This design comes from an exercise in tuning for small area and a short achievable clock period on the open sky130 flow, not from production work. The RTL of this run was laid out without a check of its function. No activity file was given, so power comes from the tool's default toggle rates.

==> flow/design.v <==
`timescale 1ns/100ps
module pipelined_divider (input             clock,
                          input             reset,
                          input             input_valid,
                          input       [5:0] input_tag,
                          input      [23:0] divisor,
                          input      [31:0] dividend,
                          output reg        output_valid,
                          output reg  [5:0] output_tag,
                          output reg [31:0] quotient,
                          output reg [31:0] remainder);
    reg        v0;
    reg  [5:0] t0;
    reg [31:0] a0;
    reg [23:0] d0;
    reg        z0;
    wire       in_z = (divisor == 24'd0);
    always @(posedge clock) begin
        v0 <= reset ? 1'b0 : input_valid;
        t0 <= input_tag;
        a0 <= dividend;
        d0 <= {divisor[23:1], divisor[0] | in_z};
        z0 <= in_z;
    end
    wire        n0 = a0[31];
    wire [31:0] x0 = n0 ? -a0 : a0;
    wire [0:0] p1 = x0[31];
    wire [1:0] s1 = {1'b0, p1} - {1'b0, d0[0:0]};
    wire g1 = (d0[23:1] == 23'd0) & ~s1[1];
    wire [0:0] r1_c = g1 ? s1[0:0] : p1;
    wire [1:0] p2 = {r1_c, x0[30]};
    wire [2:0] s2 = {1'b0, p2} - {1'b0, d0[1:0]};
    wire g2 = (d0[23:2] == 22'd0) & ~s2[2];
    wire [1:0] r2_c = g2 ? s2[1:0] : p2;
    wire [2:0] p3 = {r2_c, x0[29]};
    wire [3:0] s3 = {1'b0, p3} - {1'b0, d0[2:0]};
    wire g3 = (d0[23:3] == 21'd0) & ~s3[3];
    wire [2:0] r3_c = g3 ? s3[2:0] : p3;
    wire [3:0] p4 = {r3_c, x0[28]};
    wire [4:0] s4 = {1'b0, p4} - {1'b0, d0[3:0]};
    wire g4 = (d0[23:4] == 20'd0) & ~s4[4];
    wire [3:0] r4_c = g4 ? s4[3:0] : p4;
    reg        v1, n1, z1;
    reg  [5:0] t1;
    reg [23:0] d1;
    reg [27:0] a1;
    reg [31:28] q1;
    reg [3:0] r1;
    always @(posedge clock) begin
        v1 <= reset ? 1'b0 : v0;
        t1 <= t0;
        n1 <= n0;
        z1 <= z0;
        d1 <= d0;
        a1 <= x0[27:0];
        q1 <= {g1, g2, g3, g4};
        r1 <= r4_c;
    end
    wire [4:0] p5 = {r1, a1[27]};
    wire [5:0] s5 = {1'b0, p5} - {1'b0, d1[4:0]};
    wire g5 = (d1[23:5] == 19'd0) & ~s5[5];
    wire [4:0] r5_c = g5 ? s5[4:0] : p5;
    wire [5:0] p6 = {r5_c, a1[26]};
    wire [6:0] s6 = {1'b0, p6} - {1'b0, d1[5:0]};
    wire g6 = (d1[23:6] == 18'd0) & ~s6[6];
    wire [5:0] r6_c = g6 ? s6[5:0] : p6;
    wire [6:0] p7 = {r6_c, a1[25]};
    wire [7:0] s7 = {1'b0, p7} - {1'b0, d1[6:0]};
    wire g7 = (d1[23:7] == 17'd0) & ~s7[7];
    wire [6:0] r7_c = g7 ? s7[6:0] : p7;
    reg        v2, n2, z2;
    reg  [5:0] t2;
    reg [23:0] d2;
    reg [24:0] a2;
    reg [31:25] q2;
    reg [6:0] r2;
    always @(posedge clock) begin
        v2 <= reset ? 1'b0 : v1;
        t2 <= t1;
        n2 <= n1;
        z2 <= z1;
        d2 <= d1;
        a2 <= a1[24:0];
        q2 <= {q1, g5, g6, g7};
        r2 <= r7_c;
    end
    wire [7:0] p8 = {r2, a2[24]};
    wire [8:0] s8 = {1'b0, p8} - {1'b0, d2[7:0]};
    wire g8 = (d2[23:8] == 16'd0) & ~s8[8];
    wire [7:0] r8_c = g8 ? s8[7:0] : p8;
    wire [8:0] p9 = {r8_c, a2[23]};
    wire [9:0] s9 = {1'b0, p9} - {1'b0, d2[8:0]};
    wire g9 = (d2[23:9] == 15'd0) & ~s9[9];
    wire [8:0] r9_c = g9 ? s9[8:0] : p9;
    wire [9:0] p10 = {r9_c, a2[22]};
    wire [10:0] s10 = {1'b0, p10} - {1'b0, d2[9:0]};
    wire g10 = (d2[23:10] == 14'd0) & ~s10[10];
    wire [9:0] r10_c = g10 ? s10[9:0] : p10;
    reg        v3, n3, z3;
    reg  [5:0] t3;
    reg [23:0] d3;
    reg [21:0] a3;
    reg [31:22] q3;
    reg [9:0] r3;
    always @(posedge clock) begin
        v3 <= reset ? 1'b0 : v2;
        t3 <= t2;
        n3 <= n2;
        z3 <= z2;
        d3 <= d2;
        a3 <= a2[21:0];
        q3 <= {q2, g8, g9, g10};
        r3 <= r10_c;
    end
    wire [10:0] p11 = {r3, a3[21]};
    wire [11:0] s11 = {1'b0, p11} - {1'b0, d3[10:0]};
    wire g11 = (d3[23:11] == 13'd0) & ~s11[11];
    wire [10:0] r11_c = g11 ? s11[10:0] : p11;
    wire [11:0] p12 = {r11_c, a3[20]};
    wire [12:0] s12 = {1'b0, p12} - {1'b0, d3[11:0]};
    wire g12 = (d3[23:12] == 12'd0) & ~s12[12];
    wire [11:0] r12_c = g12 ? s12[11:0] : p12;
    reg        v4, n4, z4;
    reg  [5:0] t4;
    reg [23:0] d4;
    reg [19:0] a4;
    reg [31:20] q4;
    reg [11:0] r4;
    always @(posedge clock) begin
        v4 <= reset ? 1'b0 : v3;
        t4 <= t3;
        n4 <= n3;
        z4 <= z3;
        d4 <= d3;
        a4 <= a3[19:0];
        q4 <= {q3, g11, g12};
        r4 <= r12_c;
    end
    wire [12:0] p13 = {r4, a4[19]};
    wire [13:0] s13 = {1'b0, p13} - {1'b0, d4[12:0]};
    wire g13 = (d4[23:13] == 11'd0) & ~s13[13];
    wire [12:0] r13_c = g13 ? s13[12:0] : p13;
    wire [13:0] p14 = {r13_c, a4[18]};
    wire [14:0] s14 = {1'b0, p14} - {1'b0, d4[13:0]};
    wire g14 = (d4[23:14] == 10'd0) & ~s14[14];
    wire [13:0] r14_c = g14 ? s14[13:0] : p14;
    reg        v5, n5, z5;
    reg  [5:0] t5;
    reg [23:0] d5;
    reg [17:0] a5;
    reg [31:18] q5;
    reg [13:0] r5;
    always @(posedge clock) begin
        v5 <= reset ? 1'b0 : v4;
        t5 <= t4;
        n5 <= n4;
        z5 <= z4;
        d5 <= d4;
        a5 <= a4[17:0];
        q5 <= {q4, g13, g14};
        r5 <= r14_c;
    end
    wire [14:0] p15 = {r5, a5[17]};
    wire [15:0] s15 = {1'b0, p15} - {1'b0, d5[14:0]};
    wire g15 = (d5[23:15] == 9'd0) & ~s15[15];
    wire [14:0] r15_c = g15 ? s15[14:0] : p15;
    wire [15:0] p16 = {r15_c, a5[16]};
    wire [16:0] s16 = {1'b0, p16} - {1'b0, d5[15:0]};
    wire g16 = (d5[23:16] == 8'd0) & ~s16[16];
    wire [15:0] r16_c = g16 ? s16[15:0] : p16;
    reg        v6, n6, z6;
    reg  [5:0] t6;
    reg [23:0] d6;
    reg [15:0] a6;
    reg [31:16] q6;
    reg [15:0] r6;
    always @(posedge clock) begin
        v6 <= reset ? 1'b0 : v5;
        t6 <= t5;
        n6 <= n5;
        z6 <= z5;
        d6 <= d5;
        a6 <= a5[15:0];
        q6 <= {q5, g15, g16};
        r6 <= r16_c;
    end
    wire [16:0] p17 = {r6, a6[15]};
    wire [17:0] s17 = {1'b0, p17} - {1'b0, d6[16:0]};
    wire g17 = (d6[23:17] == 7'd0) & ~s17[17];
    wire [16:0] r17_c = g17 ? s17[16:0] : p17;
    wire [17:0] p18 = {r17_c, a6[14]};
    wire [18:0] s18 = {1'b0, p18} - {1'b0, d6[17:0]};
    wire g18 = (d6[23:18] == 6'd0) & ~s18[18];
    wire [17:0] r18_c = g18 ? s18[17:0] : p18;
    reg        v7, n7, z7;
    reg  [5:0] t7;
    reg [23:0] d7;
    reg [13:0] a7;
    reg [31:14] q7;
    reg [17:0] r7;
    always @(posedge clock) begin
        v7 <= reset ? 1'b0 : v6;
        t7 <= t6;
        n7 <= n6;
        z7 <= z6;
        d7 <= d6;
        a7 <= a6[13:0];
        q7 <= {q6, g17, g18};
        r7 <= r18_c;
    end
    wire [18:0] p19 = {r7, a7[13]};
    wire [19:0] s19 = {1'b0, p19} - {1'b0, d7[18:0]};
    wire g19 = (d7[23:19] == 5'd0) & ~s19[19];
    wire [18:0] r19_c = g19 ? s19[18:0] : p19;
    wire [19:0] p20 = {r19_c, a7[12]};
    wire [20:0] s20 = {1'b0, p20} - {1'b0, d7[19:0]};
    wire g20 = (d7[23:20] == 4'd0) & ~s20[20];
    wire [19:0] r20_c = g20 ? s20[19:0] : p20;
    reg        v8, n8, z8;
    reg  [5:0] t8;
    reg [23:0] d8;
    reg [11:0] a8;
    reg [31:12] q8;
    reg [19:0] r8;
    always @(posedge clock) begin
        v8 <= reset ? 1'b0 : v7;
        t8 <= t7;
        n8 <= n7;
        z8 <= z7;
        d8 <= d7;
        a8 <= a7[11:0];
        q8 <= {q7, g19, g20};
        r8 <= r20_c;
    end
    wire [20:0] p21 = {r8, a8[11]};
    wire [21:0] s21 = {1'b0, p21} - {1'b0, d8[20:0]};
    wire g21 = (d8[23:21] == 3'd0) & ~s21[21];
    wire [20:0] r21_c = g21 ? s21[20:0] : p21;
    wire [21:0] p22 = {r21_c, a8[10]};
    wire [22:0] s22 = {1'b0, p22} - {1'b0, d8[21:0]};
    wire g22 = (d8[23:22] == 2'd0) & ~s22[22];
    wire [21:0] r22_c = g22 ? s22[21:0] : p22;
    reg        v9, n9, z9;
    reg  [5:0] t9;
    reg [23:0] d9;
    reg [9:0] a9;
    reg [31:10] q9;
    reg [21:0] r9;
    always @(posedge clock) begin
        v9 <= reset ? 1'b0 : v8;
        t9 <= t8;
        n9 <= n8;
        z9 <= z8;
        d9 <= d8;
        a9 <= a8[9:0];
        q9 <= {q8, g21, g22};
        r9 <= r22_c;
    end
    wire [22:0] p23 = {r9, a9[9]};
    wire [23:0] s23 = {1'b0, p23} - {1'b0, d9[22:0]};
    wire g23 = (d9[23:23] == 1'd0) & ~s23[23];
    wire [22:0] r23_c = g23 ? s23[22:0] : p23;
    wire [23:0] p24 = {r23_c, a9[8]};
    wire [24:0] s24 = {1'b0, p24} - {1'b0, d9[23:0]};
    wire g24 = 1'b1 & ~s24[24];
    wire [23:0] r24_c = g24 ? s24[23:0] : p24;
    reg        v10, n10, z10;
    reg  [5:0] t10;
    reg [23:0] d10;
    reg [7:0] a10;
    reg [31:8] q10;
    reg [23:0] r10;
    always @(posedge clock) begin
        v10 <= reset ? 1'b0 : v9;
        t10 <= t9;
        n10 <= n9;
        z10 <= z9;
        d10 <= d9;
        a10 <= a9[7:0];
        q10 <= {q9, g23, g24};
        r10 <= r24_c;
    end
    wire [24:0] p25 = {r10, a10[7]};
    wire [25:0] s25 = {1'b0, p25} - {2'b0, d10};
    wire g25 = ~s25[25];
    wire [23:0] r25_c = g25 ? s25[23:0] : p25[23:0];
    wire [24:0] p26 = {r25_c, a10[6]};
    wire [25:0] s26 = {1'b0, p26} - {2'b0, d10};
    wire g26 = ~s26[25];
    wire [23:0] r26_c = g26 ? s26[23:0] : p26[23:0];
    reg        v11, n11, z11;
    reg  [5:0] t11;
    reg [23:0] d11;
    reg [5:0] a11;
    reg [31:6] q11;
    reg [23:0] r11;
    always @(posedge clock) begin
        v11 <= reset ? 1'b0 : v10;
        t11 <= t10;
        n11 <= n10;
        z11 <= z10;
        d11 <= d10;
        a11 <= a10[5:0];
        q11 <= {q10, g25, g26};
        r11 <= r26_c;
    end
    wire [24:0] p27 = {r11, a11[5]};
    wire [25:0] s27 = {1'b0, p27} - {2'b0, d11};
    wire g27 = ~s27[25];
    wire [23:0] r27_c = g27 ? s27[23:0] : p27[23:0];
    wire [24:0] p28 = {r27_c, a11[4]};
    wire [25:0] s28 = {1'b0, p28} - {2'b0, d11};
    wire g28 = ~s28[25];
    wire [23:0] r28_c = g28 ? s28[23:0] : p28[23:0];
    reg        v12, n12, z12;
    reg  [5:0] t12;
    reg [23:0] d12;
    reg [3:0] a12;
    reg [31:4] q12;
    reg [23:0] r12;
    always @(posedge clock) begin
        v12 <= reset ? 1'b0 : v11;
        t12 <= t11;
        n12 <= n11;
        z12 <= z11;
        d12 <= d11;
        a12 <= a11[3:0];
        q12 <= {q11, g27, g28};
        r12 <= r28_c;
    end
    wire [24:0] p29 = {r12, a12[3]};
    wire [25:0] s29 = {1'b0, p29} - {2'b0, d12};
    wire g29 = ~s29[25];
    wire [23:0] r29_c = g29 ? s29[23:0] : p29[23:0];
    wire [24:0] p30 = {r29_c, a12[2]};
    wire [25:0] s30 = {1'b0, p30} - {2'b0, d12};
    wire g30 = ~s30[25];
    wire [23:0] r30_c = g30 ? s30[23:0] : p30[23:0];
    reg        v13, n13, z13;
    reg  [5:0] t13;
    reg [23:0] d13;
    reg [1:0] a13;
    reg [31:2] q13;
    reg [23:0] r13;
    always @(posedge clock) begin
        v13 <= reset ? 1'b0 : v12;
        t13 <= t12;
        n13 <= n12;
        z13 <= z12;
        d13 <= d12;
        a13 <= a12[1:0];
        q13 <= {q12, g29, g30};
        r13 <= r30_c;
    end
    wire [24:0] p31 = {r13, a13[1]};
    wire [25:0] s31 = {1'b0, p31} - {2'b0, d13};
    wire g31 = ~s31[25];
    wire [23:0] r31_c = g31 ? s31[23:0] : p31[23:0];
    wire [24:0] p32 = {r31_c, a13[0]};
    wire [25:0] s32 = {1'b0, p32} - {2'b0, d13};
    wire g32 = ~s32[25];
    wire [23:0] r32_c = g32 ? s32[23:0] : p32[23:0];
    wire [31:0] qf = {q13, g31, g32};
    wire [23:0] rf = r32_c;
    reg        v14, n14, z14;
    reg  [5:0] t14;
    reg [31:0] q14;
    reg [23:0] r14;
    always @(posedge clock) begin
        v14 <= reset ? 1'b0 : v13;
        t14 <= t13;
        n14 <= n13;
        z14 <= z13;
        q14 <= qf;
        r14 <= rf;
    end
    wire [31:0] qs = n14 ? -q14 : q14;
    wire [31:0] rs = n14 ? -{8'd0, r14} : {8'd0, r14};
    always @(posedge clock) begin
        output_valid <= reset ? 1'b0 : v14;
        output_tag <= t14;
        quotient <= z14 ? {{31{~n14}}, 1'b1} : qs;
        remainder <= z14 ? qs : rs;
    end
endmodule
==> flow/run.sh <==
#!/bin/bash
# synth_recipe.tcl (not shown) runs the flow's synth.tcl, then flattens the netlist and writes it again
# the make line also repeats each setting of config.mk as NAME=value (left out here)
make -C /OpenROAD-flow-scripts/flow DESIGN_CONFIG=/design/flow/config.mk WORK_HOME=/design/flow/orfs CLKGATE_MAP_FILE= SYNTH_SCRIPT=/design/flow/synth_recipe.tcl finish
==> flow/config.mk <==
export PLATFORM = sky130hd
export DESIGN_NAME = pipelined_divider
export DESIGN_NICKNAME = pipelined_divider
export VERILOG_FILES = /design/flow/design.v
export SDC_FILE = /design/flow/constraint.sdc
export NUM_CORES = 4
export LEC_CHECK = 0
export ABC_CLOCK_PERIOD_IN_PS = 3500
export CAP_MARGIN = 20
export CORE_MARGIN = 2
export CORE_UTILIZATION = 40
export SETUP_SLACK_MARGIN = 3.5
export SLEW_MARGIN = 20
==> flow/constraint.sdc <==
create_clock -name core_clock -period 7.0 [get_ports {clock}]
set_input_delay 1.4000 -clock core_clock [delete_from_list [all_inputs] [get_ports {clock}]]
set_output_delay 1.4000 -clock core_clock [all_outputs]
set_load 0.01 [all_outputs]
==> summary.txt <==
Timing
  – Period utilization: 87.4%
  – Clock skew: 0.0535 ns
  – Max Fclk: around 160 MHz
  – Final hold viol count: 0
  – Worst Tran Pin Value: 0.877 ns
  – Pins over their slew limit: 0
  – Slew margin rel.: around 41%
  – Tmin final: 6.12 ns
  – Unrepaired setup endpoints after global routing: yes
  – Setup violators final: 0
  – Setup TNS: 0 ns

Setup path
  – Crit Path Class: reg2reg
  – Worst-path maximum fanout: 6
  – Worst Setup Start Kind: flip-flop
  – CP most frequent cell: buf_4
  – CP arrival: roughly 6.8 ns
  – CP Data Required Time: 7.66 ns
  – CP max-delay cell: mux2_2
  – Worst Setup End Kind: flip-flop
  – Critical path's largest stage delay: 0.37 ns

Yosys
  – Number of flops mapped to enable cells by yosys: 0
  – Syn Area/Cell: 10.0 µm²
  – Post-synthesis sequential area ratio: 46.0%
  – Yosys cell types: 85
  – Largest area contributor in the netlist: dfxtp_1
  – Syn Inst Count: 5,496
  – FF+latch count, synth: 1,264
  – Ys async rst share: 0%
  – Synth Cell Area: 55,000 µm²
  – Dominant register cell in the synthesized netlist: dfxtp_1
  – Share of the synthesized area in the top cell type: a little under half
  – Top cells by area, synth: dfxtp_1 46%, ha_1 11%, mux2_2 5.7%
  – Yosys warning count: 1
  – Synthesized net count: 6,086

Layout
  – Fillers: 11,600
  – # diodes: 0
  – Area delta synth->final: 35.0%
  – Layout cells sized above 1: around 29%
  – Fin cells: 8,123
  – Nets@finish: roughly 6,800

CTS
  – TritonCTS clock tree: yes
  – Reg clk slew, reported paths: 0.06 ns
  – Clk sink count: between 1,000 and 1,500
  – Root Buffer: clkbuf_16
  – H-tree depth: 4
  – CTS Buf Count: ~140
  – Clock Latency Late Sink: 0.78 ns
  – Deepest clock path buffer count: 3
  – CTS Hold Bufs: 0

Global route
  – Vias in the first global route: 40,900
  – Tot GR Track Use: 18.9%
  – Global-route wire length before repair: 215 mm
  – Pin count of the biggest net entering global routing: 77
  – Initial antenna violation count: 5
  – Congestion Overflow GR: 0

Drt
  – Detailed Routing Iterations Pass 1: 6
  – Post-Route WL: 138 mm
  – DRC violations left: 0
  – Vias post-DR: 41,300
  – Antenna-violating nets left: 0
  – Initial DRC count: 1,897
  – Routed WL per cell: 17.0 µm
  – Number of vias per cell: 5.08

Floorplanning
  – Die width: 375 µm
  – Die Span Y: 375 µm
  – Core ar.: 137,000 µm²
  – I/O pins: 136
  – Row cnt: 136
  – Initial Utilization: 40.1%
  – Die area: around 140,000 µm²

Placed design
  – DP Cell Count: 7,359
  – GPL Wtd Cong: 0.842
  – Post-DP HPWL: 92.7 mm
  – Port buffer count: 135

Min path
  – Class of the worst hold path: reg2reg

Run status
  – Status: no timing/DRC/antenna violations

Power
  – LEAKAGE: 0.0320 µW
  – Pwr/cell area: about 490 nW/µm²
  – VDD IR max: ~0.35 mV

Flow run
  – Max-Cap Viols: 0
Yosys cell counts, drive strengths merged (89+ instances only):
cell	number
nor2	374
dfxtp	1264
o21ai	305
a21oi	382
xor2	148
nor2b	89
xnor2	288
ha	494
mux2	278
o21a	89
a21o	122
nand2	313
inv	410
registers in the layout, indices dropped and copies added, names as in the netlist, 25 cells and up:
signal and flops:
a0 32, a1 28, a2 25, q11 26, q12 28, q13 30, q14 32, quotient 32
remainder 32
through the flow:
stage	area, µm²	power, µW	util [%]	setup WS [ns]	hold slack (ns)
2_1_floorplan	57000	20500	-	0.876	0.310
6_report	74200	36200	54.2	0.884	0.295
4_1_cts	71500	34400	52.2	0.854	0.298
3_5_place_dp	60000	23000	43.8	0.224	0.312
5_1_grt	74200	38500	54.2	0.606	0.314
3_3_place_gp	60000	22800	43.8	0.281	0.310
cells in the final DEF (no fill, tap or decap), types with 29 or more instances in the layout:
| cell type | n |
|---|---|
| mux2_2 | 121 |
| o21ai_2 | 79 |
| clkdlybuf4s50_1 | 135 |
| o21bai_1 | 31 |
| buf_6 | 93 |
| ha_4 | 126 |
| nand2b_1 | 66 |
| nand2_4 | 29 |
| o21ai_0 | 169 |
| mux2_4 | 157 |
| inv_1 | 358 |
| ha_1 | 352 |
| a21oi_1 | 286 |
| o31ai_1 | 33 |
| nor2b_1 | 61 |
| xor2_1 | 148 |
| xnor2_1 | 288 |
| nor3_1 | 63 |
| dfxtp_1 | 1184 |
| buf_12 | 40 |
| inv_2 | 29 |
| or3_1 | 36 |
| nor2_1 | 340 |
| nor4_1 | 30 |
| nand2_1 | 261 |
| o21a_1 | 85 |
| nand3_1 | 57 |
| a21oi_2 | 79 |
| buf_4 | 365 |
| a21o_1 | 121 |
| clkbuf_16 | 140 |
| o21ai_1 | 46 |
| dfxtp_2 | 60 |
routing by layer:
layer  vias up  global-route usage (%)  wire length [µm]
met5         -                       0                 0
met4         0                    5.30              3390
met1     19700                    23.7             61400
met2       684                    33.8             68900
li1      20700                       -                 -
met3       233                    2.60              4630
worst max-delay path: cells and delay by family, from the launching register on:
family / cells / cell delay (ns)
flops: 1 / 0.33
fa+ha+maj: 4 / 1.02
simple gates: 4 / 0.45
buf+inv: 11 / 1.24
compound gates: 13 / 1.91
xor+xnor: 1 / 0.14
mux: 3 / 0.90
logic make-up after synthesis:
family	count (synthesis)	share of synthesized area, %
flops	1264	46.0
compound gates	1261	14.5
simple gates	1196	10.4
fa+ha+maj	525	12.4
buf+inv	504	3.49
xor+xnor	436	6.95
mux	310	6.30
worst paths after layout:
path	from	to	slack (ns)	cells past startpoint
max	a2[24]	r3[1]	0.88	36
min	q13[3]	q14[3]	0.30	0
max reg2reg	a2[24]	r3[1]	0.88	36
min reg2reg	q13[3]	q14[3]	0.30	0
what timing repair did:
action | in CTS | in global routing
gates cloned | 41 | 4
gates resized for setup | 665 | 383
setup buffers | 352 | 126
setup endpoints to repair | 266 | 269
pin swaps | 284 | 217
cell type report:
| class | count | area [µm²] | share of cell area, % |
|---|---|---|---|
| clock buffers | 176 | 3790 | 5.11 |
| clock inverters | 65 | 1020 | 1.38 |
| inverters | 410 | 1610 | 2.17 |
| multi-input cells | 3740 | 33200 | 44.7 |
| flip-flops and latches | 1264 | 25500 | 34.3 |
| well taps | 1794 | 2240 | 3.02 |
| repair buffers | 673 | 6900 | 9.30 |
| repair inverters | 1 | 7.51 | 0.0101 |
where the power goes:
group / total (µW) / internal (µW) / switching, µW
clock network: 7420 / 4360 / 3060
logic: 19900 / 10700 / 9180
registers: 8950 / 8260 / 692
total: 36200 / 23300 / 12900

==> separate check: timing with driven ports <==
In the flow no input, the clock included, has a driving cell. The finished layout below was timed again as built, in two steps.
Step 1, drivers: a clkbuf_16 drives clock and a buf_2 each remaining input, both assumed.
Step 2, shift: input delay + t, output delay - t, t = (earliest + latest rising clock arrival at the registers) / 2. This alone moves slack from input paths to output paths.
Three values: ideal ports, drivers, drivers and shift; two values: the first two.
t, ns: 0.830
setup WS [ns]: 0.884 / 0.884 / 0.884
hold WS [ns]: 0.295 / 0.295 / 0.295
clock arrival spread, ns: 0.059 / 0.059
After both steps this run still meets setup and hold. The setup slack of this run moves by 0.000 ns with the drivers and by 0.000 ns with both steps.
